From an optimization exercise on the open Yosys and OpenROAD flow, aimed at small area; shortcuts taken in it are not production practice.
At most, simulation tests tie the RTL to the original design; equivalence was not proved.
The RTL of run 1 was laid out without a check of its function.
Power is estimated from default activity; no workload was simulated.

<file path="design/flow/design.v">
module design_5 #(parameter width = 8, parameter cwidth = 4)(
  input [width-1:0] OPA, OPB,
  input CLK, RST, CE, MODE, CIN,
  input [1:0] INP_VALID,
  input [cwidth-1:0] CMD,
  output reg [2*width:0] RES,
  output OFLOW,
  output COUT,
  output G,
  output L,
  output E,
  output ERR
);
  localparam [4:0] C_ZERO = 5'b00000;
  localparam [4:0] C_AND  = 5'b01000, C_NAND = 5'b00111, C_OR   = 5'b01110, C_NOR = 5'b00001;
  localparam [4:0] C_XOR  = 5'b00110, C_XNOR = 5'b01001, C_NOTA = 5'b00011, C_NOTB = 5'b00101;
  localparam [4:0] C_ADD  = 5'b10000, C_ADD1 = 5'b10001, C_SUB1 = 5'b10010, C_SUB  = 5'b10011;
  localparam [4:0] C_SADD = 5'b10100, C_SSUB = 5'b10111, C_IDA  = 5'b10110, C_IDB  = 5'b10101;
  localparam [4:0] C_IMUL = 5'b11000, C_SMUL = 5'b11001, C_SHB  = 5'b11010, C_CMP  = 5'b11011;
  localparam [4:0] C_ROT  = 5'b11100, C_SHA  = 5'b11110;
  reg [4:0] code;
  always @* begin
    code = C_ZERO;
    case ({INP_VALID, MODE, CMD})
      7'b11_1_0000: code = C_ADD;
      7'b11_1_0001: code = C_SUB;
      7'b11_1_0010: code = CIN ? C_ADD1 : C_ADD;
      7'b11_1_0011: code = CIN ? C_SUB1 : C_SUB;
      7'b11_1_1000: code = C_CMP;
      7'b11_1_1001: code = C_IMUL;
      7'b11_1_1010: code = C_SMUL;
      7'b11_1_1011: code = C_SADD;
      7'b11_1_1100: code = C_SSUB;
      7'b01_1_0100: code = C_IDA;
      7'b01_1_0101: code = C_IDA;
      7'b10_1_0110: code = C_IDB;
      7'b10_1_0111: code = C_IDB;
      7'b11_0_0000: code = C_AND;
      7'b11_0_0001: code = C_NAND;
      7'b11_0_0010: code = C_OR;
      7'b11_0_0011: code = C_NOR;
      7'b11_0_0100: code = C_XOR;
      7'b11_0_0101: code = C_XNOR;
      7'b11_0_1100: code = C_ROT;
      7'b11_0_1101: code = C_ROT;
      7'b01_0_0110: code = C_NOTA;
      7'b01_0_1000: code = C_SHA;
      7'b01_0_1001: code = C_SHA;
      7'b10_0_0111: code = C_NOTB;
      7'b10_0_1010: code = C_SHB;
      7'b10_0_1011: code = C_SHB;
      default:      code = C_ZERO;
    endcase
  end
  wire [7:0] a_in = {OPA[7:1], INP_VALID == 2'b10 ? CMD[0] : OPA[0]};
  wire ror_in = {INP_VALID, MODE, CMD} == 7'b11_0_1101;
  wire [7:0] b_in = {OPB[7:3], OPB[2] ^ (ror_in & (OPB[1] | OPB[0])), OPB[1] ^ (ror_in & OPB[0]),
                     INP_VALID == 2'b01 ? CMD[0] : OPB[0]};
  reg [7:0] A, B;
  reg [4:0] op;
  reg [18:9] s2;
  wire [18:0] enc;
  always @(posedge CLK) begin
    if (CE) begin
      A  <= a_in;
      B  <= b_in;
    end
  end
  always @(posedge CLK or posedge RST) begin
    if (RST) begin
      op <= 5'b0;
      s2 <= 10'b0;
      RES[8:0] <= 9'b0;
    end else if (CE) begin
      op <= code;
      s2 <= enc[18:9];
      RES[8:0] <= enc[8:0];
    end
  end
  wire o_add  = op == C_ADD,  o_add1 = op == C_ADD1, o_sub  = op == C_SUB,  o_sub1 = op == C_SUB1;
  wire o_sadd = op == C_SADD, o_ssub = op == C_SSUB, o_ida  = op == C_IDA,  o_idb  = op == C_IDB;
  wire o_imul = op == C_IMUL, o_smul = op == C_SMUL, o_shb  = op == C_SHB,  o_cmp  = op == C_CMP;
  wire o_rot  = op == C_ROT,  o_sha  = op == C_SHA;
  wire fgrp   = ~op[4];
  wire sgn   = o_sadd | o_ssub;
  wire use_a = o_add | o_add1 | o_sub | o_sub1 | sgn | o_ida | o_imul;
  wire use_b = o_add | o_add1 | o_sub | o_sub1 | sgn | o_idb | o_imul;
  wire inv_b = o_sub | o_sub1 | o_ssub | (o_ida & B[0]);
  wire ones_a = o_idb & A[0];
  wire mul   = o_imul | o_smul;
  wire cin   = o_add1 | o_sub | o_ssub | (o_ida & ~B[0]) | (o_idb & ~A[0]) | o_imul;
  wire rot   = o_rot;
  wire sa    = o_sha | rot;             
  wire shla  = o_sha & B[0], shra = o_sha & ~B[0];
  wire shlb  = o_shb & A[0], shrb = o_shb & ~A[0];
  wire shl   = shla | shlb;
  wire shr   = shra | shrb;
  wire [7:0] oh;
  genvar gj;
  generate for (gj = 0; gj < 8; gj = gj + 1) begin : g_oh
    if (gj == 1)      assign oh[gj] = (rot & (B[2:0] == gj)) | shla;
    else if (gj == 7) assign oh[gj] = (rot & (B[2:0] == gj)) | shra;
    else              assign oh[gj] = rot & (B[2:0] == gj);
  end endgenerate
  wire [8:0] U = ({sgn & A[7], A} & {9{use_a}}) | {9{ones_a}};
  wire [8:0] V = ({sgn & B[7], B} & {9{use_b}}) ^ {9{inv_b}};
  wire [7:0] X = (A & {8{mul | sa}}) | {shrb, 5'b0, shlb, 1'b0};
  wire [7:0] Y = (B & {8{mul | o_shb}}) | oh;
  wire [16:0] R;      
  wire c_split;
  wire r8 = R[8] ^ U[8] ^ V[8] ^ c_split;
  wire pp0_0 = X[0] & Y[0];
  wire pp0_1 = X[0] & Y[1];
  wire pp0_2 = X[0] & Y[2];
  wire pp0_3 = X[0] & Y[3];
  wire pp0_4 = X[0] & Y[4];
  wire pp0_5 = X[0] & Y[5];
  wire pp0_6 = X[0] & Y[6];
  wire pp0_7 = X[0] & Y[7];
  wire pp1_0 = X[1] & Y[0];
  wire pp1_1 = X[1] & Y[1];
  wire pp1_2 = X[1] & Y[2];
  wire pp1_3 = X[1] & Y[3];
  wire pp1_4 = X[1] & Y[4];
  wire pp1_5 = X[1] & Y[5];
  wire pp1_6 = X[1] & Y[6];
  wire pp1_7 = X[1] & Y[7];
  wire pp2_0 = X[2] & Y[0];
  wire pp2_1 = X[2] & Y[1];
  wire pp2_2 = X[2] & Y[2];
  wire pp2_3 = X[2] & Y[3];
  wire pp2_4 = X[2] & Y[4];
  wire pp2_5 = X[2] & Y[5];
  wire pp2_6 = X[2] & Y[6];
  wire pp2_7 = X[2] & Y[7];
  wire pp3_0 = X[3] & Y[0];
  wire pp3_1 = X[3] & Y[1];
  wire pp3_2 = X[3] & Y[2];
  wire pp3_3 = X[3] & Y[3];
  wire pp3_4 = X[3] & Y[4];
  wire pp3_5 = X[3] & Y[5];
  wire pp3_6 = X[3] & Y[6];
  wire pp3_7 = X[3] & Y[7];
  wire pp4_0 = X[4] & Y[0];
  wire pp4_1 = X[4] & Y[1];
  wire pp4_2 = X[4] & Y[2];
  wire pp4_3 = X[4] & Y[3];
  wire pp4_4 = X[4] & Y[4];
  wire pp4_5 = X[4] & Y[5];
  wire pp4_6 = X[4] & Y[6];
  wire pp4_7 = X[4] & Y[7];
  wire pp5_0 = X[5] & Y[0];
  wire pp5_1 = X[5] & Y[1];
  wire pp5_2 = X[5] & Y[2];
  wire pp5_3 = X[5] & Y[3];
  wire pp5_4 = X[5] & Y[4];
  wire pp5_5 = X[5] & Y[5];
  wire pp5_6 = X[5] & Y[6];
  wire pp5_7 = X[5] & Y[7];
  wire pp6_0 = X[6] & Y[0];
  wire pp6_1 = X[6] & Y[1];
  wire pp6_2 = X[6] & Y[2];
  wire pp6_3 = X[6] & Y[3];
  wire pp6_4 = X[6] & Y[4];
  wire pp6_5 = X[6] & Y[5];
  wire pp6_6 = X[6] & Y[6];
  wire pp6_7 = X[6] & Y[7];
  wire pp7_0 = X[7] & Y[0];
  wire pp7_1 = X[7] & Y[1];
  wire pp7_2 = X[7] & Y[2];
  wire pp7_3 = X[7] & Y[3];
  wire pp7_4 = X[7] & Y[4];
  wire pp7_5 = X[7] & Y[5];
  wire pp7_6 = X[7] & Y[6];
  wire pp7_7 = X[7] & Y[7];
  wire fs0, fc0;
  fa_cell u_f0 (.a(U[0]), .b(cin), .c(V[0]), .s(fs0), .co(fc0));
  wire hs0, hc0;
  ha_cell u_h0 (.a(pp0_0), .b(fs0), .s(hs0), .co(hc0));
  assign R[0] = hs0;
  wire fs1, fc1;
  fa_cell u_f1 (.a(U[1]), .b(V[1]), .c(pp0_1), .s(fs1), .co(fc1));
  wire fs2, fc2;
  fa_cell u_f2 (.a(pp1_0), .b(fc0), .c(fs1), .s(fs2), .co(fc2));
  wire hs1, hc1;
  ha_cell u_h1 (.a(hc0), .b(fs2), .s(hs1), .co(hc1));
  assign R[1] = hs1;
  wire fs3, fc3;
  fa_cell u_f3 (.a(U[2]), .b(V[2]), .c(pp0_2), .s(fs3), .co(fc3));
  wire fs4, fc4;
  fa_cell u_f4 (.a(pp1_1), .b(pp2_0), .c(fc1), .s(fs4), .co(fc4));
  wire fs5, fc5;
  fa_cell u_f5 (.a(fs3), .b(fs4), .c(fc2), .s(fs5), .co(fc5));
  wire hs2, hc2;
  ha_cell u_h2 (.a(hc1), .b(fs5), .s(hs2), .co(hc2));
  assign R[2] = hs2;
  wire fs6, fc6;
  fa_cell u_f6 (.a(U[3]), .b(V[3]), .c(pp0_3), .s(fs6), .co(fc6));
  wire fs7, fc7;
  fa_cell u_f7 (.a(pp1_2), .b(pp2_1), .c(pp3_0), .s(fs7), .co(fc7));
  wire fs8, fc8;
  fa_cell u_f8 (.a(fc3), .b(fs6), .c(fs7), .s(fs8), .co(fc8));
  wire fs9, fc9;
  fa_cell u_f9 (.a(fc4), .b(fs8), .c(fc5), .s(fs9), .co(fc9));
  wire hs3, hc3;
  ha_cell u_h3 (.a(hc2), .b(fs9), .s(hs3), .co(hc3));
  assign R[3] = hs3;
  wire fs10, fc10;
  fa_cell u_f10 (.a(U[4]), .b(V[4]), .c(pp0_4), .s(fs10), .co(fc10));
  wire fs11, fc11;
  fa_cell u_f11 (.a(pp1_3), .b(pp2_2), .c(pp3_1), .s(fs11), .co(fc11));
  wire fs12, fc12;
  fa_cell u_f12 (.a(pp4_0), .b(fc6), .c(fc7), .s(fs12), .co(fc12));
  wire fs13, fc13;
  fa_cell u_f13 (.a(fs10), .b(fs11), .c(fs12), .s(fs13), .co(fc13));
  wire fs14, fc14;
  fa_cell u_f14 (.a(fc8), .b(fs13), .c(fc9), .s(fs14), .co(fc14));
  wire hs4, hc4;
  ha_cell u_h4 (.a(hc3), .b(fs14), .s(hs4), .co(hc4));
  assign R[4] = hs4;
  wire fs15, fc15;
  fa_cell u_f15 (.a(U[5]), .b(V[5]), .c(pp0_5), .s(fs15), .co(fc15));
  wire fs16, fc16;
  fa_cell u_f16 (.a(pp1_4), .b(pp2_3), .c(pp3_2), .s(fs16), .co(fc16));
  wire fs17, fc17;
  fa_cell u_f17 (.a(pp4_1), .b(pp5_0), .c(fc10), .s(fs17), .co(fc17));
  wire fs18, fc18;
  fa_cell u_f18 (.a(fc11), .b(fs15), .c(fs16), .s(fs18), .co(fc18));
  wire fs19, fc19;
  fa_cell u_f19 (.a(fc12), .b(fs17), .c(fs18), .s(fs19), .co(fc19));
  wire fs20, fc20;
  fa_cell u_f20 (.a(fc13), .b(fs19), .c(fc14), .s(fs20), .co(fc20));
  wire hs5, hc5;
  ha_cell u_h5 (.a(hc4), .b(fs20), .s(hs5), .co(hc5));
  assign R[5] = hs5;
  wire fs21, fc21;
  fa_cell u_f21 (.a(U[6]), .b(V[6]), .c(pp0_6), .s(fs21), .co(fc21));
  wire fs22, fc22;
  fa_cell u_f22 (.a(pp1_5), .b(pp2_4), .c(pp3_3), .s(fs22), .co(fc22));
  wire fs23, fc23;
  fa_cell u_f23 (.a(pp4_2), .b(pp5_1), .c(pp6_0), .s(fs23), .co(fc23));
  wire fs24, fc24;
  fa_cell u_f24 (.a(fc15), .b(fc16), .c(fs21), .s(fs24), .co(fc24));
  wire fs25, fc25;
  fa_cell u_f25 (.a(fs22), .b(fs23), .c(fc17), .s(fs25), .co(fc25));
  wire fs26, fc26;
  fa_cell u_f26 (.a(fc18), .b(fs24), .c(fs25), .s(fs26), .co(fc26));
  wire fs27, fc27;
  fa_cell u_f27 (.a(fc19), .b(fs26), .c(fc20), .s(fs27), .co(fc27));
  wire hs6, hc6;
  ha_cell u_h6 (.a(hc5), .b(fs27), .s(hs6), .co(hc6));
  assign R[6] = hs6;
  wire fs28, fc28;
  fa_cell u_f28 (.a(U[7]), .b(V[7]), .c(pp0_7), .s(fs28), .co(fc28));
  wire fs29, fc29;
  fa_cell u_f29 (.a(pp1_6), .b(pp2_5), .c(pp3_4), .s(fs29), .co(fc29));
  wire fs30, fc30;
  fa_cell u_f30 (.a(pp4_3), .b(pp5_2), .c(pp6_1), .s(fs30), .co(fc30));
  wire fs31, fc31;
  fa_cell u_f31 (.a(pp7_0), .b(fc21), .c(fc22), .s(fs31), .co(fc31));
  wire fs32, fc32;
  fa_cell u_f32 (.a(fc23), .b(fs28), .c(fs29), .s(fs32), .co(fc32));
  wire fs33, fc33;
  fa_cell u_f33 (.a(fs30), .b(fs31), .c(fc24), .s(fs33), .co(fc33));
  wire fs34, fc34;
  fa_cell u_f34 (.a(fs32), .b(fc25), .c(fs33), .s(fs34), .co(fc34));
  wire fs35, fc35;
  fa_cell u_f35 (.a(fc26), .b(fs34), .c(fc27), .s(fs35), .co(fc35));
  wire hs7, hc7;
  ha_cell u_h7 (.a(hc6), .b(fs35), .s(hs7), .co(hc7));
  assign R[7] = hs7;
  assign c_split = hc7;
  wire fs36, fc36;
  fa_cell u_f36 (.a(pp1_7), .b(pp2_6), .c(pp3_5), .s(fs36), .co(fc36));
  wire fs37, fc37;
  fa_cell u_f37 (.a(pp4_4), .b(pp5_3), .c(pp6_2), .s(fs37), .co(fc37));
  wire fs38, fc38;
  fa_cell u_f38 (.a(pp7_1), .b(fc28), .c(fc29), .s(fs38), .co(fc38));
  wire fs39, fc39;
  fa_cell u_f39 (.a(fc30), .b(fs36), .c(fs37), .s(fs39), .co(fc39));
  wire fs40, fc40;
  fa_cell u_f40 (.a(fc31), .b(fs38), .c(fc32), .s(fs40), .co(fc40));
  wire fs41, fc41;
  fa_cell u_f41 (.a(fs39), .b(fc33), .c(fs40), .s(fs41), .co(fc41));
  wire fs42, fc42;
  fa_cell u_f42 (.a(fc34), .b(fs41), .c(fc35), .s(fs42), .co(fc42));
  assign R[8] = fs42;
  wire fs43, fc43;
  fa_cell u_f43 (.a(pp2_7), .b(pp3_6), .c(pp4_5), .s(fs43), .co(fc43));
  wire fs44, fc44;
  fa_cell u_f44 (.a(pp5_4), .b(pp6_3), .c(pp7_2), .s(fs44), .co(fc44));
  wire fs45, fc45;
  fa_cell u_f45 (.a(fc36), .b(fc37), .c(fs43), .s(fs45), .co(fc45));
  wire fs46, fc46;
  fa_cell u_f46 (.a(fs44), .b(fc38), .c(fc39), .s(fs46), .co(fc46));
  wire fs47, fc47;
  fa_cell u_f47 (.a(fs45), .b(fc40), .c(fs46), .s(fs47), .co(fc47));
  wire fs48, fc48;
  fa_cell u_f48 (.a(fc41), .b(fs47), .c(fc42), .s(fs48), .co(fc48));
  assign R[9] = fs48;
  wire fs49, fc49;
  fa_cell u_f49 (.a(pp3_7), .b(pp4_6), .c(pp5_5), .s(fs49), .co(fc49));
  wire fs50, fc50;
  fa_cell u_f50 (.a(pp6_4), .b(pp7_3), .c(fc43), .s(fs50), .co(fc50));
  wire fs51, fc51;
  fa_cell u_f51 (.a(fc44), .b(fs49), .c(fs50), .s(fs51), .co(fc51));
  wire fs52, fc52;
  fa_cell u_f52 (.a(fc45), .b(fc46), .c(fs51), .s(fs52), .co(fc52));
  wire fs53, fc53;
  fa_cell u_f53 (.a(fc47), .b(fs52), .c(fc48), .s(fs53), .co(fc53));
  assign R[10] = fs53;
  wire fs54, fc54;
  fa_cell u_f54 (.a(pp4_7), .b(pp5_6), .c(pp6_5), .s(fs54), .co(fc54));
  wire fs55, fc55;
  fa_cell u_f55 (.a(pp7_4), .b(fc49), .c(fs54), .s(fs55), .co(fc55));
  wire fs56, fc56;
  fa_cell u_f56 (.a(fc50), .b(fs55), .c(fc51), .s(fs56), .co(fc56));
  wire fs57, fc57;
  fa_cell u_f57 (.a(fc52), .b(fs56), .c(fc53), .s(fs57), .co(fc57));
  assign R[11] = fs57;
  wire fs58, fc58;
  fa_cell u_f58 (.a(pp5_7), .b(pp6_6), .c(pp7_5), .s(fs58), .co(fc58));
  wire fs59, fc59;
  fa_cell u_f59 (.a(fc54), .b(fs58), .c(fc55), .s(fs59), .co(fc59));
  wire fs60, fc60;
  fa_cell u_f60 (.a(fs59), .b(fc56), .c(fc57), .s(fs60), .co(fc60));
  assign R[12] = fs60;
  wire fs61, fc61;
  fa_cell u_f61 (.a(pp6_7), .b(pp7_6), .c(fc58), .s(fs61), .co(fc61));
  wire fs62, fc62;
  fa_cell u_f62 (.a(fs61), .b(fc59), .c(fc60), .s(fs62), .co(fc62));
  assign R[13] = fs62;
  wire fs63, fc63;
  fa_cell u_f63 (.a(pp7_7), .b(fc61), .c(fc62), .s(fs63), .co(fc63));
  assign R[14] = fs63;
  assign R[15] = fc63;
  assign R[16] = 1'b0;
  wire [7:0] ca = {A[7] ^ sgn, A[6:0]};
  wire [7:0] cb = {B[7] ^ sgn, B[6:0]};
  reg gt;
  integer ci;
  always @* begin
    gt = 1'b0;
    for (ci = 0; ci < 8; ci = ci + 1)
      gt = (ca[ci] ^ cb[ci]) ? ca[ci] : gt;
  end
  wire eq = A == B;
  wire lt = ~gt & ~eq;
  reg [7:0] f2;
  integer i;
  always @* for (i = 0; i < 8; i = i + 1)
    f2[i] = fgrp & ((op[3] & A[i] & B[i]) | (op[2] & A[i] & ~B[i]) | (op[1] & ~A[i] & B[i]) | (op[0] & ~A[i] & ~B[i]));
  wire arith9 = o_add | o_add1 | o_sub | o_sub1 | sgn | o_ida | o_idb;
  wire hi_en  = rot | shr;
  wire sx     = o_sub | o_sub1 | sgn | (o_ida & B[0]) | (o_idb & A[0]);
  wire cf     = o_add | o_add1 | sgn;
  wire [8:0] val = {r8 & arith9, R[7] & ~shr, R[6:0]} | {1'b0, R[15:8] & {8{hi_en}}} | {1'b0, f2};
  wire f_of = ((o_sub | o_sub1) & lt)
            | (o_sadd & (A[7] == B[7]) & (R[7] != A[7]))
            | (o_ssub & (A[7] != B[7]) & (R[7] != A[7]));
  wire cmpop = o_cmp | sgn;
  wire f_e = cmpop & eq;
  wire f_l = cmpop & lt;
  wire f_g = cmpop & gt;
  wire f_err = rot & (|B[7:3]);
  assign enc[7:0]  = o_smul ? {R[6:0], 1'b0} : val[7:0];
  assign enc[8]    = o_smul ? R[7] : r8 & (arith9 | o_imul);
  assign enc[18:9] = mul ? (o_imul ? {1'b1, R[8] & c_split, R[16:9]} : {1'b1, c_split, R[15:8]})
                         : {2'b00, cf & r8, 1'b0, f_err, f_e, f_l, f_g, f_of, sx & r8};
  wire m = s2[18];
  wire sext = s2[9];
  wire [7:0] hi = s2[16:9] + s2[17];
  always @* RES[16:9] = m ? hi : {8{sext}};
  assign COUT  = m ? hi[7] : s2[16];
  assign OFLOW = ~m & s2[10];
  assign G     = ~m & s2[11];
  assign L     = ~m & s2[12];
  assign E     = ~m & s2[13];
  assign ERR   = ~m & s2[14];
endmodule
module fa_cell(input a, input b, input c, output s, output co);
  assign s = a ^ b ^ c;
  assign co = (a & b) | (c & (a ^ b));
endmodule
module ha_cell(input a, input b, output s, output co);
  assign s = a ^ b;
  assign co = a & b;
endmodule
</file>
<file path="design/flow/flow/run.sh">
#!/bin/bash
# Layout flow: the standard flow (standard.sh) with two changes:
#  - synthesis is the standard synthesis script (synth_recipe.tcl) with only
#    the ABC mapping script replaced by flow/area.abc (area-oriented mapping);
#  - the port buffers that placement inserts use sky130_fd_sc_hd__buf_1.
# Each tool's full output goes to a log file in this folder.
set -euo pipefail
W=$(pwd)
export MY_ABC_SCRIPT="$W/flow/area.abc"
{
  cat <<'TCL'
proc abc {args} {
  set i [lsearch -exact $args -script]
  if { $i >= 0 } { lset args [expr {$i + 1}] $::env(MY_ABC_SCRIPT) }
  yosys abc {*}$args
}
TCL
  cat "$W/synth_recipe.tcl"
} > "$W/own_synth.tcl"
bash "$W/standard.sh" finish "SYNTH_SCRIPT=$W/own_synth.tcl" \
  "BUFFER_PORTS_ARGS=-buffer_cell sky130_fd_sc_hd__buf_1" > "$W/flow_make.log" 2>&1
</file>
<file path="design/flow/flow/area.abc">
strash
dc2
dch -f
amap
topo
</file>
<file path="design/flow/standard.sh">
#!/bin/bash
# synth_recipe.tcl (not shown) runs the flow's synth.tcl, then flattens the netlist and writes it again
# the make line also repeats each setting of config.mk as NAME=value (left out here)
make -C /OpenROAD-flow-scripts/flow DESIGN_CONFIG=/design/flow/config.mk WORK_HOME=/design/flow/orfs CLKGATE_MAP_FILE= SYNTH_SCRIPT=/design/flow/synth_recipe.tcl "${@:-finish}"
</file>
<file path="design/flow/config.mk">
export PLATFORM = sky130hd
export DESIGN_NAME = design_5
export DESIGN_NICKNAME = design_5
export VERILOG_FILES = /design/flow/design.v
export SDC_FILE = /design/flow/constraint.sdc
export NUM_CORES = 4
export LEC_CHECK = 0
export ABC_AREA = 1
export CAP_MARGIN = 20
export CORE_MARGIN = 2
export CORE_UTILIZATION = 40
export CTS_BUF_LIST = sky130_fd_sc_hd__clkbuf_8
export CTS_CLUSTER_DIAMETER = 500
export CTS_CLUSTER_SIZE = 50
export SLEW_MARGIN = 20
export SYNTH_HIERARCHICAL = 1
export SYNTH_MINIMUM_KEEP_SIZE = 0
</file>
<file path="design/flow/constraint.sdc">
create_clock -name core_clock -period 8.0 [get_ports {CLK}]
set_input_delay 1.6000 -clock core_clock [delete_from_list [all_inputs] [get_ports {CLK}]]
set_output_delay 1.6000 -clock core_clock [all_outputs]
set_load 0.01 [all_outputs]
</file>
==> results.txt, run 1 <==
worst reg2reg path depth 25; IR drop worst, VDD 0.0000994 V; Synth Area in Compound Gates 19.8%; arrival time at the worst endpoint 7.93 ns; ys flop type dfrtp_1; CP Class reg -> reg; post-synthesis mux area share 0%; antenna viol nets, final 0; GRT Util Overall 24.2%; post-layout util between 50% and 60%; number of antenna diodes 0; main combinational cell family by area after synthesis adder cells; status finished clean; Remaining Overflow, GRT 0; final worst slack approximately 0.24 ns; reg2reg start op[2]$_DFFE_PP0P_; CP startpoint op[2]$_DFFE_PP0P_; Final Hold Viols 0; Clock Latency Late Sink about 0.30 ns; IO buf count 49; clock-pin slew on the worst setup and hold paths 0.08 ns; Root Buffer clkbuf_8; TritonCTS clock tree done; WP data required 8.17 ns; chip height ~110 microns; hold path endpoint RES[1]$_DFFE_PP0P_; # DRC 0; simple-gate area share of the yosys netlist 21.8%; GR peak layer met2; asr flop ratio synth 60.0%; Sink Count 40; routed vias 4,862; Cell Rows 39; crit path launch type flop; cell area after synthesis 4730 sq um; Register Area 1090 sq um; Synth warnings 7; RR Endpoint RES[6]$_DFFE_PP0P_; share of layout cells above drive strength 1 17.5%; drt wl/cell 17.6 microns; Initial Util 41.2%; largest net degree at the start of global routing 35; Tcrit/Tclk final just under 100%; DP Wirelength 12,300 microns; Clock Skew roughly 0.009 ns; sequential-to-total area share from yosys stat 22.9%; RD Place Congestion roughly 0.94; 1st-iter DRT viols just over 400; Avg Cell Area, Syn 8.11 sq um; Layout area overhead 24.8%; R2R Setup Slk around 0.24 ns; hold path cells 2; area of the multi-input gates ~3600 sq um; met1 Use GR between 30% and 40%; CP Max Fanout 8; Post-synth EDFFs 16; final std cells w/o fill between 800 and 900; leakage 2.48 nW; first-pass GRT wire length between 20,000 and 25,000 microns; crit-path max cell delay 0.52 ns; fmax approximately 130 MHz; power per cell area 88.1 nW/um^2; Synth Area in XOR/XNOR 0%; Worst path most repeated cell fa_2; Post-Synth Adder-Cell Area 30.3%; Slew @ Worst Pin 0.863 ns; Yosys reg bits 40; nature of the critical path endpoint flop; Post-Place Worst Slack -0.0512 ns; CTS H-tree lvls 2; M3 GR Usage 3.80%; worst min-delay path startpoint RES[1]$_DFFE_PP0P_; Setup-failing EPs final 0; I/O Pins 50; post-route setup TNS 0 ns; HP Class reg -> reg; Core Area around 11,000 sq um; Layout Nets 809; cell area after layout 5900 sq um; clock buffer depth 2; Post-Place Cell Area 5640 sq um; fillers 1,072; die area 12,700 sq um; Net Count, Synth 686; antenna violations before repair 0; vias in the first global route roughly 4.8k; met2 Track Usage GR 37.8%; Inst Count DP 835; final wirelength between 10,000 and 15,000 microns; Num CTS Buffers 5; final slew viol count 0; Crit-path slowest cell fa_1; slew margin rel. 42.1%; Yosys cell types 38; Max Cap Viol 0; Vias/cell 5.72; synthesized instance count 583; die width 113 microns; post-layout min period 7.76 ns; detailed-router iteration count before antenna repair 5
## power by group
part | switching [mW] | total [mW] | internal, mW
combinational | 0.0724 | 0.114 | 0.0417
sequential | 0.0131 | 0.242 | 0.229
clock | 0.0730 | 0.164 | 0.0913
## cell usage in the layout, fill, tap and decap left out, types with 3 or more instances in the layout
master,n
a21oi_1,17
a221o_1,3
a221oi_1,4
a222oi_1,3
a22oi_1,9
a31oi_1,4
buf_1,48
buf_4,67
clkbuf_8,5
clkinv_1,61
clkinv_2,4
dfrtp_1,20
dfrtp_2,4
edfxtp_1,16
fa_1,50
fa_2,14
ha_1,12
nand2_1,51
nand3_1,5
nor2_1,142
nor2_2,5
nor2_4,5
nor3_1,18
nor3_2,4
nor4_1,7
o21ai_0,53
o21ai_1,4
o221ai_1,4
o22ai_1,21
o31ai_1,4
o32ai_1,3
or3_1,3
## modules after synthesis (local to each module, per instance)
module    flip-flops and latches  cells inside  cell area, sq um  copies in the design
fa_cell                        0             1              20.0                    64
design_5                      40           511              3350                     1
ha_cell                        0             1              12.5                     8
## routing by layer
layer	vias up	routed length, microns
met1	2316	6710
met3	16	1210
met4	0	156
met2	235	6860
li1	2295	-
met5	-	0
## timing repair
item,4_1_cts,5_1_grt
pin swaps,2,6
endpoints found under the setup margin,2,5
gates resized for setup,11,21
buffers inserted,5,2
hold buffers,0,0
## worst max-delay path, delay by kind of cell, from the launching register on
kind                       cells  cell delay, ns
adders and majority gates     14            5.41
and+or+nand+nor                3            0.23
AOI/OAI and AO/OA              4            0.89
buffers and inverters          4            0.64
DFF                            1            0.46
## worst max-delay path by stage
stage	endpoint	slack, ns	cells past startpoint
5_1_grt	RES[6]$_DFFE_PP0P_	-0.002	25
3_5_place_dp	RES[6]$_DFFE_PP0P_	-0.05	26
4_1_cts	RES[6]$_DFFE_PP0P_	0.0005	24
2_1_floorplan	RES[6]$_DFFE_PP0P_	0.03	23
6_report	RES[6]$_DFFE_PP0P_	0.24	25
3_3_place_gp	RES[6]$_DFFE_PP0P_	0.07	24
## cells by family (layout without fill, tap and decap cells)
logic type,Yosys count,after routing
flops,40,40
fa+ha+maj,76,76
simple gates,253,253
buf+inv,67,191
compound gates,147,147
## flip-flops by register name, indices dropped and copies added (netlist names)
signal and count:
RES 9, A 8, B 8, s2 10, op 5
## Yosys cell counts (2+ instances only)
cell type    n  share of area [%]
a221o_1      3               0.63
nor4_1       7               0.93
clkinv_1    67                5.3
o221ai_1     4               0.74
o21a_1       2               0.32
fa_1        64                 27
nor2b_1      2               0.26
a22oi_1     10                1.6
o21ai_0     57                6.0
nand2_1     53                4.2
or3_1        3               0.40
nor2_1     152                 12
edfxtp_1    16                 10
dfrtp_1     24                 13
a31oi_1      4               0.53
nand3_1      8               0.85
ha_1        12                3.2
o32ai_1      3               0.56
o22ai_1     22                2.9
a2111oi_0    2               0.37
a222oi_1     3               0.63
a211oi_1     2               0.32
o32a_1       2               0.42
a21oi_1     17                1.8
or2_0        2               0.26
nor3_1      24                2.5
a221oi_1     4               0.74
o31ai_1      4               0.63
## cell type report
type                    count  share of cell area, %
clock buffers               5                   1.17
clock inverters             3                  0.657
inverters                  67                   4.49
multi-input cells         476                   60.6
flip-flops and latches     40                   18.4
well taps                 143                   3.03
repair buffers            116                   11.7
## per-stage QoR
stage / hold slack (ns) / power (mW)
final: 0.490 / 0.520
after global routing: 0.519 / 0.547
after CTS: 0.494 / 0.521
after detailed placement: 0.474 / 0.355
after global placement: 0.469 / 0.354
after floorplan: 0.458 / 0.307
==> run 2, diff against run 1 <==
--- a/design/flow/design.v
+++ b/design/flow/design.v
@@ -181,17 +181,17 @@
   wire fs1, fc1;
   fa_cell u_f1 (.a(U[1]), .b(V[1]), .c(pp0_1), .s(fs1), .co(fc1));
-  wire fs2, fc2;
-  fa_cell u_f2 (.a(pp1_0), .b(fc0), .c(fs1), .s(fs2), .co(fc2));
   wire hs1, hc1;
-  ha_cell u_h1 (.a(hc0), .b(fs2), .s(hs1), .co(hc1));
-  assign R[1] = hs1;
+  ha_cell u_h1 (.a(pp1_0), .b(fc0), .s(hs1), .co(hc1));
+  wire fs2, fc2;
+  fa_cell u_f2 (.a(hc0), .b(fs1), .c(hs1), .s(fs2), .co(fc2));
+  assign R[1] = fs2;
   wire fs3, fc3;
   fa_cell u_f3 (.a(U[2]), .b(V[2]), .c(pp0_2), .s(fs3), .co(fc3));
   wire fs4, fc4;
-  fa_cell u_f4 (.a(pp1_1), .b(pp2_0), .c(fc1), .s(fs4), .co(fc4));
+  fa_cell u_f4 (.a(pp1_1), .b(pp2_0), .c(hc1), .s(fs4), .co(fc4));
   wire fs5, fc5;
-  fa_cell u_f5 (.a(fs3), .b(fs4), .c(fc2), .s(fs5), .co(fc5));
+  fa_cell u_f5 (.a(fc1), .b(fs3), .c(fs4), .s(fs5), .co(fc5));
   wire hs2, hc2;
-  ha_cell u_h2 (.a(hc1), .b(fs5), .s(hs2), .co(hc2));
+  ha_cell u_h2 (.a(fc2), .b(fs5), .s(hs2), .co(hc2));
   assign R[2] = hs2;
   wire fs6, fc6;
@@ -213,41 +213,41 @@
   fa_cell u_f12 (.a(pp4_0), .b(fc6), .c(fc7), .s(fs12), .co(fc12));
   wire fs13, fc13;
-  fa_cell u_f13 (.a(fs10), .b(fs11), .c(fs12), .s(fs13), .co(fc13));
+  fa_cell u_f13 (.a(fs10), .b(fs11), .c(fc8), .s(fs13), .co(fc13));
   wire fs14, fc14;
-  fa_cell u_f14 (.a(fc8), .b(fs13), .c(fc9), .s(fs14), .co(fc14));
+  fa_cell u_f14 (.a(fs12), .b(fs13), .c(fc9), .s(fs14), .co(fc14));
   wire hs4, hc4;
   ha_cell u_h4 (.a(hc3), .b(fs14), .s(hs4), .co(hc4));
   assign R[4] = hs4;
+  wire hs5, hc5;
+  ha_cell u_h5 (.a(U[5]), .b(V[5]), .s(hs5), .co(hc5));
   wire fs15, fc15;
-  fa_cell u_f15 (.a(U[5]), .b(V[5]), .c(pp0_5), .s(fs15), .co(fc15));
+  fa_cell u_f15 (.a(pp0_5), .b(pp1_4), .c(pp2_3), .s(fs15), .co(fc15));
   wire fs16, fc16;
-  fa_cell u_f16 (.a(pp1_4), .b(pp2_3), .c(pp3_2), .s(fs16), .co(fc16));
+  fa_cell u_f16 (.a(pp3_2), .b(pp4_1), .c(pp5_0), .s(fs16), .co(fc16));
   wire fs17, fc17;
-  fa_cell u_f17 (.a(pp4_1), .b(pp5_0), .c(fc10), .s(fs17), .co(fc17));
+  fa_cell u_f17 (.a(hs5), .b(fc10), .c(fc11), .s(fs17), .co(fc17));
   wire fs18, fc18;
-  fa_cell u_f18 (.a(fc11), .b(fs15), .c(fs16), .s(fs18), .co(fc18));
+  fa_cell u_f18 (.a(fs15), .b(fs16), .c(fc12), .s(fs18), .co(fc18));
   wire fs19, fc19;
-  fa_cell u_f19 (.a(fc12), .b(fs17), .c(fs18), .s(fs19), .co(fc19));
+  fa_cell u_f19 (.a(fs17), .b(fc13), .c(fs18), .s(fs19), .co(fc19));
   wire fs20, fc20;
-  fa_cell u_f20 (.a(fc13), .b(fs19), .c(fc14), .s(fs20), .co(fc20));
-  wire hs5, hc5;
-  ha_cell u_h5 (.a(hc4), .b(fs20), .s(hs5), .co(hc5));
-  assign R[5] = hs5;
+  fa_cell u_f20 (.a(fs19), .b(fc14), .c(hc4), .s(fs20), .co(fc20));
+  assign R[5] = fs20;
   wire fs21, fc21;
-  fa_cell u_f21 (.a(U[6]), .b(V[6]), .c(pp0_6), .s(fs21), .co(fc21));
+  fa_cell u_f21 (.a(U[6]), .b(V[6]), .c(hc5), .s(fs21), .co(fc21));
   wire fs22, fc22;
-  fa_cell u_f22 (.a(pp1_5), .b(pp2_4), .c(pp3_3), .s(fs22), .co(fc22));
+  fa_cell u_f22 (.a(pp0_6), .b(pp1_5), .c(pp2_4), .s(fs22), .co(fc22));
   wire fs23, fc23;
-  fa_cell u_f23 (.a(pp4_2), .b(pp5_1), .c(pp6_0), .s(fs23), .co(fc23));
+  fa_cell u_f23 (.a(pp3_3), .b(pp4_2), .c(pp5_1), .s(fs23), .co(fc23));
   wire fs24, fc24;
-  fa_cell u_f24 (.a(fc15), .b(fc16), .c(fs21), .s(fs24), .co(fc24));
+  fa_cell u_f24 (.a(pp6_0), .b(fc15), .c(fc16), .s(fs24), .co(fc24));
   wire fs25, fc25;
-  fa_cell u_f25 (.a(fs22), .b(fs23), .c(fc17), .s(fs25), .co(fc25));
+  fa_cell u_f25 (.a(fs21), .b(fs22), .c(fs23), .s(fs25), .co(fc25));
   wire fs26, fc26;
-  fa_cell u_f26 (.a(fc18), .b(fs24), .c(fs25), .s(fs26), .co(fc26));
+  fa_cell u_f26 (.a(fc17), .b(fs24), .c(fs25), .s(fs26), .co(fc26));
   wire fs27, fc27;
-  fa_cell u_f27 (.a(fc19), .b(fs26), .c(fc20), .s(fs27), .co(fc27));
+  fa_cell u_f27 (.a(fc18), .b(fs26), .c(fc19), .s(fs27), .co(fc27));
   wire hs6, hc6;
-  ha_cell u_h6 (.a(hc5), .b(fs27), .s(hs6), .co(hc6));
+  ha_cell u_h6 (.a(fs27), .b(fc20), .s(hs6), .co(hc6));
   assign R[6] = hs6;
   wire fs28, fc28;
@@ -259,16 +259,16 @@
   wire fs31, fc31;
   fa_cell u_f31 (.a(pp7_0), .b(fc21), .c(fc22), .s(fs31), .co(fc31));
+  wire hs7, hc7;
+  ha_cell u_h7 (.a(fc23), .b(fs28), .s(hs7), .co(hc7));
   wire fs32, fc32;
-  fa_cell u_f32 (.a(fc23), .b(fs28), .c(fs29), .s(fs32), .co(fc32));
+  fa_cell u_f32 (.a(fs29), .b(fs30), .c(hs7), .s(fs32), .co(fc32));
   wire fs33, fc33;
-  fa_cell u_f33 (.a(fs30), .b(fs31), .c(fc24), .s(fs33), .co(fc33));
+  fa_cell u_f33 (.a(fc24), .b(fc25), .c(fs31), .s(fs33), .co(fc33));
   wire fs34, fc34;
-  fa_cell u_f34 (.a(fs32), .b(fc25), .c(fs33), .s(fs34), .co(fc34));
+  fa_cell u_f34 (.a(fs32), .b(fc26), .c(fs33), .s(fs34), .co(fc34));
   wire fs35, fc35;
-  fa_cell u_f35 (.a(fc26), .b(fs34), .c(fc27), .s(fs35), .co(fc35));
-  wire hs7, hc7;
-  ha_cell u_h7 (.a(hc6), .b(fs35), .s(hs7), .co(hc7));
-  assign R[7] = hs7;
-  assign c_split = hc7;
+  fa_cell u_f35 (.a(fs34), .b(fc27), .c(hc6), .s(fs35), .co(fc35));
+  assign R[7] = fs35;
+  assign c_split = fc35;
   wire fs36, fc36;
   fa_cell u_f36 (.a(pp1_7), .b(pp2_6), .c(pp3_5), .s(fs36), .co(fc36));
@@ -280,9 +280,9 @@
   fa_cell u_f39 (.a(fc30), .b(fs36), .c(fs37), .s(fs39), .co(fc39));
   wire fs40, fc40;
-  fa_cell u_f40 (.a(fc31), .b(fs38), .c(fc32), .s(fs40), .co(fc40));
+  fa_cell u_f40 (.a(hc7), .b(fc31), .c(fs38), .s(fs40), .co(fc40));
   wire fs41, fc41;
-  fa_cell u_f41 (.a(fs39), .b(fc33), .c(fs40), .s(fs41), .co(fc41));
+  fa_cell u_f41 (.a(fs39), .b(fc32), .c(fc33), .s(fs41), .co(fc41));
   wire fs42, fc42;
-  fa_cell u_f42 (.a(fc34), .b(fs41), .c(fc35), .s(fs42), .co(fc42));
+  fa_cell u_f42 (.a(fs40), .b(fc34), .c(fs41), .s(fs42), .co(fc42));
   assign R[8] = fs42;
   wire fs43, fc43;
@@ -304,7 +304,7 @@
   fa_cell u_f50 (.a(pp6_4), .b(pp7_3), .c(fc43), .s(fs50), .co(fc50));
   wire fs51, fc51;
-  fa_cell u_f51 (.a(fc44), .b(fs49), .c(fs50), .s(fs51), .co(fc51));
+  fa_cell u_f51 (.a(fc44), .b(fs49), .c(fc45), .s(fs51), .co(fc51));
   wire fs52, fc52;
-  fa_cell u_f52 (.a(fc45), .b(fc46), .c(fs51), .s(fs52), .co(fc52));
+  fa_cell u_f52 (.a(fs50), .b(fc46), .c(fs51), .s(fs52), .co(fc52));
   wire fs53, fc53;
   fa_cell u_f53 (.a(fc47), .b(fs52), .c(fc48), .s(fs53), .co(fc53));
==> run 2 against run 1 <==
Effect of this change: non-clock buffer count down 44; highest routed layer unchanged; final area down 9.0%; clock power down 18%; area after synthesis unchanged; combinational power down 11%; worst hold slack worse by 0.0048 ns; critical endpoint is now RES[7]$_DFFE_PP0P_; final cell count down 5.2%; synthesized cell count unchanged; flip-flop and latch count unchanged; still clean; wire length up 0.16%.
==> results.txt, run 2 <==
Final Hold Viols 0 (unchanged); NetSw 0.158 mW (about the same); Remaining Overflow, GRT 0 (unchanged); synth top area cells fa_1 (27%), dfrtp_1 (13%), nor2_1 (12%) (unchanged); CP delay by family, top adder cells (unchanged); most common cell after layout, fill and taps aside nor2_1 (unchanged); detailed-router iteration count before antenna repair 5 (unchanged); I/O Pins 50 (unchanged); combinational power share 21.2% (was 21.9%); vias in the first global route 4,748 (was 4,766); post-layout min period 7.61 ns (was 7.76 ns); crit path launch type flop (unchanged); crit-path max cell delay 0.53 ns (was 0.52 ns); GRT Util Overall 25.0% (was 24.2%); arrival time at the worst endpoint 7.77 ns (was 7.93 ns); power per cell area 89.4 nW/um^2 (was 88.1 nW/um^2); count leader, synth nor2_1 (unchanged); Num CTS Buffers 5 (unchanged); routed vias 4,637 (was 4,862); die width 113 microns (unchanged); Yosys reg bits 40 (unchanged); largest net degree at the start of global routing 35 (unchanged); Final Hold Slack 0.485 ns (was 0.490 ns); die area 12,700 sq um (unchanged); top flop regs s2 x10, RES x9 (unchanged); CP Max Fanout 9 (was 8); CP Class reg -> reg (unchanged); met2 Track Usage GR 38.5% (was 37.8%); leakage 2.25 nW (was 2.48 nW); CTS H-tree lvls 2 (unchanged); Total Power 0.480 mW (was 0.520 mW); Synth area leader fa_1 (unchanged); Sink Count 40 (unchanged); RD Place Congestion 0.984 (was 0.942); slew margin rel. 37.6% (was 42.1%); Avg Cell Area, Syn 8.11 sq um (unchanged); GR peak layer met2 (unchanged); clock-pin slew on the worst setup and hold paths 0.08 ns (about the same); DP Wirelength 12,400 microns (was 12,300 microns); drt wl/cell 18.5 microns (was 17.6 microns); Switching Share 32.9% (was 30.5%); Net Count, Synth 686 (unchanged); synthesized instance count 583 (unchanged); cell area after synthesis 4730 sq um (unchanged); Setup-failing EPs final 0 (unchanged); 1st-iter DRT viols 412 (was 414); Vias/cell 5.75 (was 5.72); IO buf count 49 (unchanged); post-layout util 46.9% (was 51.5%); chip height 113 microns (unchanged); Crit-path slowest cell a2111oi_0 (was fa_1); Yosys cell types 38 (unchanged); Initial Util 41.2% (unchanged); Clock Skew 0.00664 ns (was 0.00906 ns); ys flop type dfrtp_1 (unchanged); Slew @ Worst Pin 0.924 ns (was 0.863 ns); Max Cap Viol 0 (unchanged); asr flop ratio synth 60.0% (unchanged); Critical path buffers and inverters 3 (was 4); Int Power 0.322 mW (was 0.362 mW); Seq pwr share 51.0% (was 46.5%); Top reg by flops s2 (unchanged); HP Class reg -> reg (unchanged); top cell type's share of synthesized area 27.1% (unchanged); clock share of power 27.8% (was 31.6%); antenna violations before repair 0 (unchanged); final slew viol count 0 (unchanged); Clock Latency Late Sink 0.31 ns (was 0.30 ns); final wirelength 15,000 microns (was 14,900 microns); cell area after layout 5370 sq um (was 5900 sq um); fillers 1,174 (was 1,072); # DRC 0 (unchanged); share of layout cells above drive strength 1 6.03% (was 17.5%); Root Buffer clkbuf_8 (unchanged); Layout Nets 765 (was 809); status finished clean (unchanged); Synth warnings 7 (unchanged); Inst Count DP 798 (was 835); Post-Place Cell Area 5270 sq um (was 5640 sq um); Core Area 11,500 sq um (unchanged); max reg flops 10 (unchanged); antenna viol nets, final 0 (unchanged); met1 Use GR 36.1% (was 35.9%); IR drop worst, VDD 0.0000902 V (was 0.0000994 V); Setup Buffers After CTS 0 (was 5); first-pass GRT wire length 25,200 microns (was 24,500 microns); M3 GR Usage 4.61% (was 3.80%); final std cells w/o fill 806 (was 850); Layout area overhead 13.6% (was 24.8%); fmax 131 MHz (was 129 MHz); sequential-to-total area share from yosys stat 22.9% (unchanged); WP data required 8.16 ns (was 8.17 ns); Worst path most repeated cell fa_1 (was fa_2); Post-synth EDFFs 16 (unchanged); most used cells in the layout excluding fill and tap cells nor2_1 (149), clkinv_1 (67), fa_1 (64), o21ai_0 (57), nand2_1 (53) (was nor2_1 (142), buf_4 (67), clkinv_1 (61), o21ai_0 (53), nand2_1 (51)); Tcrit/Tclk final 95.1% (was 97.0%); nature of the critical path endpoint flop (unchanged); clock buffer depth 2 (unchanged); TritonCTS clock tree done (unchanged); top cells by count, synth nor2_1 (152), clkinv_1 (67), fa_1 (64) (unchanged); number of antenna diodes 0 (unchanged); Cell Rows 39 (unchanged)
[run 2: changes by cell type in the layout (fill, tap and decap cells not counted), sizes merged]
cell	delta
clkinv	+2
buf	-44
inv	-2
bufinv	-1
clkinvlp	+1
[run 2: area by class of cell]
| type | count | area [sq um] | share of cell area [%] |
|---|---|---|---|
| clock inverters | 3 | 13.8 | 0.256 |
| repair buffers | 72 | 358 | 6.66 |
| flip-flops and latches | 40 | 1080 | 20.2 |
| inverters | 67 | 255 | 4.75 |
| well taps | 143 | 179 | 3.33 |
| clock buffers | 5 | 68.8 | 1.28 |
| multi-input cells | 476 | 3410 | 63.5 |
[run 2: worst reg2reg max path: cells and delay by family (launching register included)]
family                   cells  cell delay, ns
flip-flops                   1            0.46
adder cells (fa/ha/maj)     12            4.85
AND/OR/NAND/NOR              7            0.90
AO/OA/AOI/OAI                3            0.77
buffers and inverters        3            0.50
[run 2: timing repair]
action	4_1_cts	5_1_grt
endpoints found under the setup margin	0	5
hold buffers	0	0
resized for setup	0	9
[run 2: cells by family after synthesis]
family / Yosys count / share of synthesized area [%]
buf+inv: 67 / 5.32
compound gates: 147 / 19.8
flops: 40 / 22.9
simple gates: 253 / 21.8
fa+ha+maj: 76 / 30.3
[run 2: metal layers]
metal  vias up  share of wire, %
met5         -                 0
met4         0               2.7
met3        33               6.3
met2       170                44
met1      2240                47
li1       2194                 -
[run 2: final timing paths]
check,startpoint,end,slack [ns],cells after the start
setup / recovery,op[0]$_DFFE_PP0P_,RES[7]$_DFFE_PP0P_,0.39,25
hold / removal,RES[4]$_DFFE_PP0P_,RES[4]$_DFFE_PP0P_,0.49,2
setup reg to reg,op[0]$_DFFE_PP0P_,RES[7]$_DFFE_PP0P_,0.39,25
hold reg to reg,RES[4]$_DFFE_PP0P_,RES[4]$_DFFE_PP0P_,0.49,2
max in group asynchronous,RST,op[2]$_DFFE_PP0P_,6.23,2
min in group asynchronous,RST,op[4]$_DFFE_PP0P_,1.34,2
[run 2: power by group through the flow]
stage / sequential (mW) / clock, mW / combinational [mW]
after global placement: 0.248 / 0 / 0.0999
final: 0.245 / 0.134 / 0.102
after detailed placement: 0.249 / 0 / 0.100
after CTS: 0.244 / 0.136 / 0.101
after global routing: 0.247 / 0.147 / 0.115
after floorplan: 0.246 / 0 / 0.0596
[run 2: Yosys stat by module, one instance, submodules excluded]
module / copies in the design / flops+latches / cells inside
ha_cell: 8 / 0 / 1
fa_cell: 64 / 0 / 1
design_5: 1 / 40 / 511
[run 2: stage by stage]
stage	setup TNS, ns	setup WS [ns]
6_report	0	0.392
4_1_cts	0	0.204
3_3_place_gp	0	0.333
3_5_place_dp	0	0.230
5_1_grt	-0.0505	-0.0505
2_1_floorplan	0	0.691
==> run 3, diff against run 2 <==
--- a/design/flow/config.mk
+++ b/design/flow/config.mk
@@ -13,4 +13,5 @@
 export CTS_CLUSTER_DIAMETER = 500
 export CTS_CLUSTER_SIZE = 50
+export GPL_TIMING_DRIVEN = 0
 export SLEW_MARGIN = 20
 export SYNTH_HIERARCHICAL = 1
==> run 3 against run 2 <==
Effect of this change: final area up 0.12%; global-route usage down 2.4 points; count of clock-buffer cells in the layout unchanged; utilization up 0.054 points.
==> results.txt, run 3 <==
status finished clean (unchanged); Root Buffer clkbuf_8 (unchanged); final slew viol count 0 (unchanged); IR drop worst, VDD 0.0000676 V (was 0.0000902 V); most common cell after layout, fill and taps aside nor2_1 (unchanged); Core Area 11,500 sq um (unchanged); Post-Place Worst Slack -0.333 ns (was 0.230 ns); count leader, synth nor2_1 (unchanged); arrival time at the worst endpoint 7.85 ns (was 7.77 ns); clock-pin slew on the worst setup and hold paths 0.07 ns (was 0.08 ns); IO buf count 49 (unchanged); Avg Cell Area, Syn 8.11 sq um (unchanged); fmax 130 MHz (was 131 MHz); chip height 113 microns (unchanged); NetSw 0.153 mW (was 0.158 mW); Hold Buf Count CTS 0 (unchanged); top flop regs s2 x10, RES x9 (unchanged); Inst Count DP 776 (was 798); Cell Rows 39 (unchanged); fillers 1,163 (was 1,174); Synth warnings 7 (unchanged); synth top area cells fa_1 (27%), dfrtp_1 (13%), nor2_1 (12%) (unchanged); RD Place Congestion 0.965 (was 0.984); Synth area leader fa_1 (unchanged); most used cells in the layout excluding fill and tap cells nor2_1 (147), clkinv_1 (64), fa_1 (64), nand2_1 (53), o21ai_0 (52) (was nor2_1 (149), clkinv_1 (67), fa_1 (64), o21ai_0 (57), nand2_1 (53)); TritonCTS clock tree done (unchanged); detailed-router iteration count before antenna repair 7 (was 5); slew margin rel. 27.8% (was 37.6%); first-pass GRT wire length 22,700 microns (was 25,200 microns); # DRC 0 (unchanged); Slew @ Worst Pin 1.07 ns (was 0.924 ns); Post-Place Cell Area 5100 sq um (was 5270 sq um); drt wl/cell 17.8 microns (was 18.5 microns); CTS H-tree lvls 2 (unchanged); Layout area overhead 13.8% (was 13.6%); 1st-iter DRT viols 394 (was 412); HP Class reg -> reg (unchanged); Total Power 0.475 mW (was 0.480 mW); Num CTS Buffers 5 (unchanged); Max Cap Viol 0 (unchanged); GRT Util Overall 22.5% (was 25.0%); max reg flops 10 (unchanged); final worst slack 0.313 ns (was 0.392 ns); antenna viol nets, final 0 (unchanged); largest net degree at the start of global routing 35 (unchanged); Clock Latency Late Sink 0.30 ns (was 0.31 ns); ys flop type dfrtp_1 (unchanged); top cells by count, synth nor2_1 (152), clkinv_1 (67), fa_1 (64) (unchanged); clock share of power 27.3% (was 27.8%); Initial Util 41.2% (unchanged); post-layout util 46.9% (about the same); CP Max Fanout 10 (was 9); leakage 2.23 nW (was 2.25 nW); WP data required 8.16 ns (about the same); Switching Share 32.3% (was 32.9%); vias in the first global route 4,369 (was 4,748); Clock Skew 0.0118 ns (was 0.00664 ns); Top reg by flops s2 (unchanged); final wirelength 14,200 microns (was 15,000 microns); Net Count, Synth 686 (unchanged); Yosys reg bits 40 (unchanged); power per cell area 88.2 nW/um^2 (was 89.4 nW/um^2); DP Wirelength 11,400 microns (was 12,400 microns); sequential-to-total area share from yosys stat 22.9% (unchanged); crit path launch type flop (unchanged); top cell type's share of synthesized area 27.1% (unchanged); Seq pwr share 51.7% (was 51.0%); number of antenna diodes 0 (unchanged); Yosys cell types 38 (unchanged); asr flop ratio synth 60.0% (unchanged); Tcrit/Tclk final 96.1% (was 95.1%); share of layout cells above drive strength 1 5.81% (was 6.03%); final std cells w/o fill 797 (was 806); CP Class reg -> reg (unchanged); Setup-failing EPs final 0 (unchanged); antenna violations before repair 0 (unchanged); Int Power 0.321 mW (was 0.322 mW); clock buffer depth 2 (unchanged); nature of the critical path endpoint flop (unchanged); cell area after synthesis 4730 sq um (unchanged); die area 12,700 sq um (unchanged); die width 113 microns (unchanged); Layout Nets 756 (was 765); post-route setup TNS 0 ns (unchanged); Final Hold Slack 0.489 ns (was 0.485 ns); synthesized instance count 583 (unchanged); routed vias 4,606 (was 4,637); Post-synth EDFFs 16 (unchanged); Final Hold Viols 0 (unchanged); Vias/cell 5.78 (was 5.75); I/O Pins 50 (unchanged); combinational power share 21.0% (was 21.2%); post-layout min period 7.69 ns (was 7.61 ns); Sink Count 40 (unchanged); cell area after layout 5380 sq um (was 5370 sq um); Remaining Overflow, GRT 0 (unchanged)
-- run 3: layer usage --
layer	share of wire (%)	GRT usage, %	vias to the layer above
met5	0	0	-
met4	1.3	4.80	0
met3	7.2	3.70	13
met2	46	36.0	197
met1	45	32.5	2215
li1	-	-	2181
-- run 3: kinds of logic after synthesis --
kind of cell | share of synthesized area [%]
AOI/OAI and AO/OA | 19.8
adders and majority gates | 30.3
buffers and inverters | 5.32
DFF | 22.9
and+or+nand+nor | 21.8
-- run 3: power groups by stage --
stage          Clock, mW  Sequential (mW)  Combinational (mW)
6_report           0.130            0.245              0.0999
3_5_place_dp           0            0.248              0.0952
3_3_place_gp           0            0.248              0.0951
2_1_floorplan          0            0.246              0.0596
5_1_grt            0.145            0.247               0.111
4_1_cts            0.134            0.244              0.0957
-- run 3: final timing paths --
check / endpoint / slack [ns] / start / cells after the start
worst max register to register: RES[6]$_DFFE_PP0P_ / 0.31 / op[1]$_DFFE_PP0P_ / 25
worst min register to register: RES[1]$_DFFE_PP0P_ / 0.49 / RES[1]$_DFFE_PP0P_ / 2
worst max-delay path: RES[6]$_DFFE_PP0P_ / 0.31 / op[1]$_DFFE_PP0P_ / 25
min in group asynchronous: s2[13]$_DFFE_PP0P_ / 1.34 / RST / 2
worst min-delay path: RES[1]$_DFFE_PP0P_ / 0.49 / RES[1]$_DFFE_PP0P_ / 2
max in group asynchronous: op[2]$_DFFE_PP0P_ / 6.21 / RST / 2
-- run 3: worst max-delay path, stage by stage, from the launching register on --
cell and delay, ns:
dfrtp_2 0.53, clkinvlp_4 0.23, nor2_1 0.16, clkinv_1 0.11
nor2_2 0.19, nor2_1 0.12, nand2_1 0.24, nor3_4 0.09
nor2_1 0.14, nand2_1 0.07, o21ai_0 0.10, ha_1 0.18
fa_1 0.44, fa_1 0.47, fa_1 0.50, fa_1 0.41
fa_1 0.41, fa_1 0.38, fa_1 0.39, fa_1 0.39
fa_1 0.39, fa_1 0.39, fa_1 0.57, a221o_1 0.35
a22oi_1 0.19, o21ai_0 0.09
-- run 3: cell type report --
cell class | count | area, sq um | area share, %
timing repair buffer | 62 | 293 | 5.44
sequential | 40 | 1080 | 20.2
multi-input combinational | 477 | 3480 | 64.7
inverter | 67 | 263 | 4.88
clock buffer | 5 | 68.8 | 1.28
tap | 143 | 179 | 3.33
clock inverter | 3 | 12.5 | 0.233
-- run 3: Yosys stat by module, one instance, submodules excluded --
module,area (sq um),cells,copies in the design,flops+latches
fa_cell,20.0,1,64,0
ha_cell,12.5,1,8,0
design_5,3350,511,1,40
-- run 3: what timing repair did --
item,4_1_cts,5_1_grt
endpoints found under the hold margin,0,0
setup buffers,2,10
cloned,0,1
pin swaps,1,2
gates resized for setup,4,20
setup endpoints to repair,5,6
==> run 4, diff against run 3 <==
==> design/flow/flow/area.abc (replaced) <==
&get -n
&st
&dc2
&dch -f
&nf -a
&put
topo
==> run 4 against run 3 <==
Effect of this change: still clean on timing, DRC and antenna; wire length is 9.3% lower; via count is 8.6% lower; clock power increased by 25%; fmax up 1.0%; total power grew 6.3%; final cell count shrank 11%; die area up 0.54%; worst hold slack gained 0.035 ns; non-clock buffer count is 7 lower; worst setup slack better by 0.078 ns; sequential power up 3%; register-to-register slack better by 0.08 ns.
==> results.txt, run 4 <==
status finished clean (unchanged); synth top area cells fa_1 (27%), dfrtp_1 (13%), edfxtp_1 (10%) (was fa_1 (27%), dfrtp_1 (13%), nor2_1 (12%)); Yosys cell types 49 (was 38); antenna viol nets, final 0 (unchanged); Initial Util 41.3% (was 41.2%); most used cells in the layout excluding fill and tap cells nor2_1 (97), fa_1 (64), nand2_1 (48), buf_1 (48), clkinv_1 (27) (was nor2_1 (147), clkinv_1 (64), fa_1 (64), nand2_1 (53), o21ai_0 (52)); vias in the first global route 4,269 (was 4,369); Seq pwr share 50.1% (was 51.7%); I/O Pins 50 (unchanged); Max Cap Viol 0 (unchanged); IO buf count 49 (unchanged); Clock Latency Late Sink 0.30 ns (about the same); nature of the critical path endpoint flop (unchanged); fmax 131 MHz (was 130 MHz); Num CTS Buffers 5 (unchanged); Synth area leader fa_1 (unchanged); Synth warnings 7 (unchanged); post-layout min period 7.61 ns (was 7.69 ns); Slew @ Worst Pin 0.889 ns (was 1.07 ns); Top reg by flops s2 (unchanged); asr flop ratio synth 60.0% (unchanged); final slew viol count 0 (unchanged); cell area after synthesis 4760 sq um (was 4730 sq um); Layout Nets 667 (was 756); Core Area 11,500 sq um (about the same); number of antenna diodes 0 (unchanged); chip height 113 microns (about the same); leakage 2.26 nW (was 2.23 nW); max reg flops 10 (unchanged); CP Class reg -> reg (unchanged); Setup-failing EPs final 0 (unchanged); Layout area overhead 12.3% (was 13.8%); die area 12,800 sq um (was 12,700 sq um); RD Place Congestion 0.969 (was 0.965); Switching Share 29.2% (was 32.3%); clock share of power 32.1% (was 27.3%); Clock Skew 0.00556 ns (was 0.0118 ns); Yosys reg bits 40 (unchanged); antenna violations before repair 0 (unchanged); synthesized instance count 502 (was 583); post-route setup TNS 0 ns (unchanged); largest net degree at the start of global routing 42 (was 35); WP data required 8.18 ns (was 8.16 ns); clock-pin slew on the worst setup and hold paths 0.08 ns (was 0.07 ns); die width 113 microns (about the same); drt wl/cell 18.2 microns (was 17.8 microns); hold path cells 2 (unchanged); detailed-router iteration count before antenna repair 23 (was 7); worst reg2reg path depth 20 (was 25); Cell Rows 39 (unchanged); Root Buffer clkbuf_8 (unchanged); GRT Util Overall 21.3% (was 22.5%); power per cell area 94.5 nW/um^2 (was 88.2 nW/um^2); Post-synth EDFFs 16 (unchanged); final wirelength 12,900 microns (was 14,200 microns); hold path endpoint RES[0]$_DFFE_PP0P_ (was RES[1]$_DFFE_PP0P_); top cells by count, synth nor2_1 (99), fa_1 (64), nand2_1 (48) (was nor2_1 (152), clkinv_1 (67), fa_1 (64)); sequential-to-total area share from yosys stat 22.7% (was 22.9%); RSZ-0062 raised after global routing false; # DRC 0 (unchanged); Vias/cell 5.95 (was 5.78); Hold Buf Count CTS 0 (unchanged); clock buffer depth 2 (unchanged); crit path launch type flop (unchanged); Total Power 0.504 mW (was 0.475 mW); first-pass GRT wire length 21,700 microns (was 22,700 microns); most common cell after layout, fill and taps aside nor2_1 (unchanged); combinational power share 17.8% (was 21.0%); top flop regs s2 x10, RES x9 (unchanged); NetSw 0.147 mW (was 0.153 mW); DP Wirelength 10,400 microns (was 11,400 microns); arrival time at the worst endpoint 7.78 ns (was 7.85 ns); slew margin rel. 40.7% (was 27.8%); Int Power 0.357 mW (was 0.321 mW); Remaining Overflow, GRT 0 (unchanged); reg2reg start op[0]$_DFFE_PP0P_ (was op[1]$_DFFE_PP0P_); CTS H-tree lvls 2 (unchanged); share of layout cells above drive strength 1 6.02% (was 5.81%); ys flop type dfrtp_1 (unchanged); fillers 1,137 (was 1,163); worst min-delay path startpoint RES[0]$_DFFE_PP0P_ (was RES[1]$_DFFE_PP0P_); Final Hold Viols 0 (unchanged); Net Count, Synth 605 (was 686); RR Endpoint RES[6]$_DFFE_PP0P_ (unchanged); Final Hold Slack 0.523 ns (was 0.489 ns); Avg Cell Area, Syn 9.47 sq um (was 8.11 sq um); Tcrit/Tclk final 95.1% (was 96.1%); HP Class reg -> reg (unchanged); IR drop worst, VDD 0.000108 V (was 0.0000676 V); TritonCTS clock tree done (unchanged); Sink Count 40 (unchanged); top cell type's share of synthesized area 26.9% (was 27.1%); routed vias 4,211 (was 4,606); count leader, synth nor2_1 (unchanged); CP Max Fanout 18 (was 10); R2R Setup Slk 0.39 ns (was 0.31 ns); 1st-iter DRT viols 346 (was 394)
-- run 4: worst max-delay path: stages, from the launching register on --
cell,delay (ns)
dfrtp_2,0.54
and2_0,0.28
o21ai_2,0.26
clkinv_1,0.13
or4_4,0.59
nand2_1,0.11
xor2_1,0.15
ha_1,0.18
fa_1,0.45
fa_1,0.46
fa_1,0.48
fa_1,0.41
fa_1,0.42
fa_1,0.41
fa_1,0.39
fa_1,0.39
fa_1,0.38
fa_1,0.39
fa_1,0.58
a2111oi_2,0.35
o22ai_1,0.13
-- run 4: metal layers --
metal	up-vias	GRT usage (%)	wire length, microns
met5	-	0	0
met3	26	4.34	1020
met2	183	34.7	5920
met4	0	4.72	232
li1	1948	-	-
met1	2054	29.5	5720
-- run 4: area by class of cell --
class	instances	area (sq um)	area share, %
inverters	28	106	1.99
clock inverters	3	38.8	0.726
clock buffers	5	68.8	1.29
well taps	143	179	3.35
flip-flops and latches	40	1080	20.3
multi-input cells	434	3620	67.8
repair buffers	55	243	4.55
-- run 4: worst max-delay path by stage --
stage,startpoint,end,slack (ns)
after floorplan,op[2]$_DFFE_PP0P_,RES[6]$_DFFE_PP0P_,0.24
after global placement,op[2]$_DFFE_PP0P_,RES[6]$_DFFE_PP0P_,-0.87
after detailed placement,op[0]$_DFFE_PP0P_,RES[6]$_DFFE_PP0P_,-0.23
after CTS,op[0]$_DFFE_PP0P_,RES[6]$_DFFE_PP0P_,0.02
after global routing,op[1]$_DFFE_PP0P_,RES[6]$_DFFE_PP0P_,0.02
final,op[0]$_DFFE_PP0P_,RES[6]$_DFFE_PP0P_,0.39
-- run 4: kinds of logic (layout without fill, tap and decap cells) --
family | after synthesis | in the layout | synth area share [%]
buffers and inverters | 28 | 91 | 2.21
AOI/OAI and AO/OA | 107 | 107 | 15.5
xor gates and xnor gates | 17 | 17 | 3.42
DFF | 40 | 40 | 22.7
adders and majority gates | 76 | 76 | 30.1
muxes | 12 | 12 | 4.68
and+or+nand+nor | 222 | 222 | 21.3
-- run 4: power by group through the flow --
stage | Clock, mW | Combinational (mW) | Sequential, mW
6_report | 0.162 | 0.0898 | 0.253
5_1_grt | 0.175 | 0.101 | 0.255
4_1_cts | 0.166 | 0.0891 | 0.252
3_5_place_dp | 0 | 0.0889 | 0.256
3_3_place_gp | 0 | 0.0865 | 0.256
2_1_floorplan | 0 | 0.0555 | 0.250
-- run 4: metrics by stage --
| step | instances | util, % | setup slack, ns | cell area [sq um] |
|---|---|---|---|---|
| 2_1_floorplan | 502 | - | 0.243 | 4760 |
| 3_3_place_gp | 694 | 44.4 | -0.868 | 5120 |
| 3_5_place_dp | 697 | 44.9 | -0.228 | 5160 |
| 4_1_cts | 705 | 45.8 | 0.0205 | 5280 |
| 5_1_grt | 708 | 46.4 | 0.0225 | 5340 |
| 6_report | 708 | 46.4 | 0.391 | 5340 |
-- run 4: repair_timing --
item                                    in CTS  in global routing
endpoints found under the setup margin       2                  4
pin swaps                                    0                  1
resized for setup                            3                 10
setup buffers                                0                  2
-- run 4: modules after synthesis (local to each module, per instance) --
module / cells / cell area [sq um] / copies in the design
ha_cell: 1 / 12.5 / 8
fa_cell: 1 / 20.0 / 64
design_5: 430 / 3370 / 1

==> separate check: timing with driven ports <==
The results above use ideal ports. As a check the final layouts listed here were re-extracted and re-timed, cells and wires unchanged. Step 1 assumes that a clkbuf_16 drives the clock port and a buf_2 every other input. Step 2, shift: input delay + t, output delay - t, t = (earliest + latest rising clock arrival at the registers) / 2. This alone moves slack from input paths to output paths. a / b / c = ideal / step 1 / step 2; a / b = the first two.
| run | t, ns | setup WS [ns] | worst hold slack (ns) | worst register clock-pin slew, ns | cell pins on the clock port's net |
|---|---|---|---|---|---|
| run 1 | 0.334 | 0.242 / 0.242 / 0.242 | 0.490 / 0.490 / 0.490 | 0.08 / 0.08 | 1 |
| run 2 | 0.334 | 0.392 / 0.392 / 0.392 | 0.485 / 0.485 / 0.485 | 0.08 / 0.08 | 1 |
| run 3 | 0.326 | 0.313 / 0.313 / 0.313 | 0.489 / 0.489 / 0.489 | 0.08 / 0.08 | 1 |
| run 4 | 0.331 | 0.391 / 0.391 / 0.391 | 0.523 / 0.523 / 0.523 | 0.08 / 0.08 | 1 |
After both steps every run listed still meets setup and hold.
